What follows belongs to an exercise in optimizing a design on an open flow for small area; a production flow would make more cautious choices.
Only simulation tests tie the RTL to the original design; equivalence was not proved.
Power is estimated from default activity; no workload was simulated.

==> run A: inputs <==
## CC_HIT_DATA_FIFO
module CC_HIT_DATA_FIFO
(
    input   wire                clk,
    input   wire                rst_n,
    output  wire                full_o,
    output  wire                afull_o,
    input   wire                wren_i,
    input   wire    [517:0]     wdata_i,
    output  wire                empty_o,
    output  wire                aempty_o,
    input   wire                rden_i,
    output  wire    [517:0]     rdata_o
);
==> flow/config.mk <==
export PLATFORM = sky130hd
export DESIGN_NAME = CC_HIT_DATA_FIFO
export DESIGN_NICKNAME = CC_HIT_DATA_FIFO
export VERILOG_FILES = /design/flow/design.v
export SDC_FILE = /design/flow/constraint.sdc
export NUM_CORES = 4
export LEC_CHECK = 0
export CAP_MARGIN = 20
export CORE_MARGIN = 2
export CORE_UTILIZATION = 35
export SLEW_MARGIN = 20
export SYNTH_MEMORY_MAX_BITS = 16384
==> flow/constraint.sdc <==
create_clock -name core_clock -period 5.0 [get_ports {clk}]
set_input_delay 1.0000 -clock core_clock [delete_from_list [all_inputs] [get_ports {clk}]]
set_output_delay 1.0000 -clock core_clock [all_outputs]
set_load 0.01 [all_outputs]
standard.sh (not shown) runs the stock make flow with config.mk's settings and CLKGATE_MAP_FILE= SYNTH_SCRIPT=/design/flow/synth_recipe.tcl, a recipe that flattens the netlist after the stock synthesis.
==> flow/flow/run.sh <==
#!/bin/bash
# The standard layout, with the port buffers made of the smallest buffer
# (sky130_fd_sc_hd__buf_1) instead of the one buffer_ports picks by default.
set -euo pipefail
bash standard.sh BUFFER_PORTS_ARGS="-buffer_cell sky130_fd_sc_hd__buf_1" finish > standard_flow.log 2>&1
==> run G: changes against run A <==
==> flow/flow/run.sh (replaced) <==
#!/bin/bash
# The standard layout, with
# - the read multiplexer of the standard synthesis remapped to a222oi cells
#   (flow/patch_mux.py; registers and everything else untouched);
# - the port buffers made of the smallest buffer (sky130_fd_sc_hd__buf_1)
#   instead of the one buffer_ports picks by default;
# - clock tree synthesis without dummy loads, with clkbuf_8 sink clusters.
set -euo pipefail
R=orfs/results/sky130hd/CC_HIT_DATA_FIFO/base
CTS="-sink_clustering_enable -repair_clock_nets -dont_use_dummy_load"
CTS="$CTS -sink_clustering_size 18 -sink_clustering_max_diameter 60"
CTS="$CTS -buf_list {sky130_fd_sc_hd__clkbuf_8}"
KNOBS=(BUFFER_PORTS_ARGS="-buffer_cell sky130_fd_sc_hd__buf_1" CTS_ARGS="$CTS")

bash standard.sh "${KNOBS[@]}" synth > flow_synth.log 2>&1
cp $R/1_2_yosys.v $R/1_2_yosys_standard.v
python3 flow/patch_mux.py $R/1_2_yosys_standard.v $R/1_2_yosys.v > flow_patch.log 2>&1
rm -f $R/1_synth.odb $R/1_synth.sdc
bash standard.sh "${KNOBS[@]}" finish > flow_finish.log 2>&1
==> flow/flow/patch_mux.py (new file) <==
#!/usr/bin/env python3
"""Remap the read multiplexer of the synthesized netlist.

ABC maps each 8-input AND-OR of the read side to four a22oi_1 and a nand4_1
(36.3 um2). Its mapper never uses the 6-input a222oi_1, so this script
rewrites every such group as two a222oi_1, one a22oi_1 and a nand3_1
(32.5 um2), the same function. Usage: patch_mux.py IN.v OUT.v
"""
import re
import sys
from collections import defaultdict

src = open(sys.argv[1]).read()

inst_re = re.compile(r"^  (sky130_fd_sc_hd__\w+) (\S+) \((.*?)\n  \);\n", re.S | re.M)
pin_re = re.compile(r"\.(\w+)\(([^()]*)\)")

insts = []
for m in inst_re.finditer(src):
    pins = dict((p, n) for p, n in pin_re.findall(m.group(3)))
    insts.append((m.start(), m.end(), m.group(1), m.group(2), pins))

OUT = {"Y", "X", "Q", "Q_N", "HI", "LO", "COUT", "SUM"}
driver = {}
loads = defaultdict(int)
for i, (_, _, cell, name, pins) in enumerate(insts):
    for p, n in pins.items():
        if p in OUT:
            driver[n.strip()] = i
        else:
            loads[n.strip()] += 1
# nets used by assign statements or ports count as loads too
for n in re.findall(r"assign\s+[^=]+=\s*([^;]+);", src):
    loads[n.strip()] += 1

replace = {}  # index -> new text ('' to drop)
dead_nets = set()
count = 0
for i, (_, _, cell, name, pins) in enumerate(insts):
    if cell != "sky130_fd_sc_hd__nand4_1":
        continue
    ins = [pins[p] for p in "ABCD"]
    srcs = [driver.get(n.strip()) for n in ins]
    if any(s is None for s in srcs) or len(set(srcs)) != 4:
        continue
    if any(insts[s][2] != "sky130_fd_sc_hd__a22oi_1" for s in srcs):
        continue
    if any(loads[n.strip()] != 1 for n in ins) or any(s in replace for s in srcs):
        continue
    pairs = []
    for s in srcs:
        p = insts[s][4]
        pairs += [(p["A1"], p["A2"]), (p["B1"], p["B2"])]
    n1, n2, n3, n4 = ins
    t = "  sky130_fd_sc_hd__a222oi_1 %s (\n" % insts[srcs[0]][3]
    t += "    .A1(%s),\n    .A2(%s),\n    .B1(%s),\n    .B2(%s),\n    .C1(%s),\n    .C2(%s),\n    .Y(%s)\n  );\n" % (
        pairs[0] + pairs[1] + pairs[2] + (n1,))
    replace[srcs[0]] = t
    t = "  sky130_fd_sc_hd__a222oi_1 %s (\n" % insts[srcs[1]][3]
    t += "    .A1(%s),\n    .A2(%s),\n    .B1(%s),\n    .B2(%s),\n    .C1(%s),\n    .C2(%s),\n    .Y(%s)\n  );\n" % (
        pairs[3] + pairs[4] + pairs[5] + (n2,))
    replace[srcs[1]] = t
    t = "  sky130_fd_sc_hd__a22oi_1 %s (\n" % insts[srcs[2]][3]
    t += "    .A1(%s),\n    .A2(%s),\n    .B1(%s),\n    .B2(%s),\n    .Y(%s)\n  );\n" % (pairs[6] + pairs[7] + (n3,))
    replace[srcs[2]] = t
    replace[srcs[3]] = ""
    t = "  sky130_fd_sc_hd__nand3_1 %s (\n" % name
    t += "    .A(%s),\n    .B(%s),\n    .C(%s),\n    .Y(%s)\n  );\n" % (n1, n2, n3, pins["Y"])
    replace[i] = t
    dead_nets.add(n4.strip())
    count += 1

out = []
pos = 0
for i, (s, e, _, _, _) in enumerate(insts):
    if i in replace:
        out.append(src[pos:s])
        out.append(replace[i])
        pos = e
out.append(src[pos:])
text = "".join(out)
for n in dead_nets:
    text = re.sub(r"^  wire %s;\n" % re.escape(n), "", text, count=1, flags=re.M)
open(sys.argv[2], "w").write(text)
print("patch_mux: remapped %d read multiplexer groups" % count)
Settings changed: CAP_MARGIN 20 to 10, CORE_UTILIZATION 35 to 79, CTS_BUF_LIST set to sky130_fd_sc_hd__clkbuf_8, CTS_CLUSTER_DIAMETER set to 60, CTS_CLUSTER_SIZE set to 18, PLACE_DENSITY set to 0.88, SLEW_MARGIN 20 to 10.
==> comparison table <==
item                                                                               run G                     run A
Pwr/cell area                                                                538 nW/um^2               590 nW/um^2
Number of non-filler instances in the completed layout                            14,700                    18,800
Slack of the critical path                                                        181 ps                    604 ps
Height of the die                                                                 433 um                    653 um
R2R Setup Slk                                                                    1130 ps                   1570 ps
Fraction of final layout cells sized beyond drive strength 1                       4.11%                     8.32%
Largest net degree at the start of global routing                                    169                       122
Clock Buffer Count                                                                   283                       610
Initial DRC Count                                                                 29,000                    14,600
FMAX                                                                             208 MHz                   227 MHz
Hold Crit Endpoint                                            u_hit_data_fifo.data[1085]  u_hit_data_fifo.rdsel[0]
Global Route met2 Usage                                                            73.4%                     38.8%
Met1 wire length                                                                  171 mm                    244 mm
Placement Cell Area                                                        147,000 sq um             155,000 sq um
Total number of placement rows                                                       157                       238
Outcome                                                          complete, no violations   complete, no violations

-- afterwards: timing with drivers on the ports --
The flow's constraints put no driver on any port. The routed layouts listed below were extracted and timed again, unchanged, in two steps.
Step 1 sets driving cells, clkbuf_16 on the clock port and buf_2 on the other inputs (assumed; they add their load-dependent delay and slew).
Step 2 times the ports against the registers' clock, not the clock port: input delays grow and output delays shrink by t, the midpoint of the rising clock arrivals with the driver on.
a / b / c = no drivers / after step 1 / after step 2; a / b = the first two.
run | shift t [ns] | slack for setup (ns) | clock arrival spread, ns
run A | 1.055 | 0.604 / 0.497 / 1.021 | 0.085 / 0.084
run G | 1.195 | 0.181 / 0.084 / 0.602 | 0.109 / 0.110
After both steps every run listed still meets setup and hold.
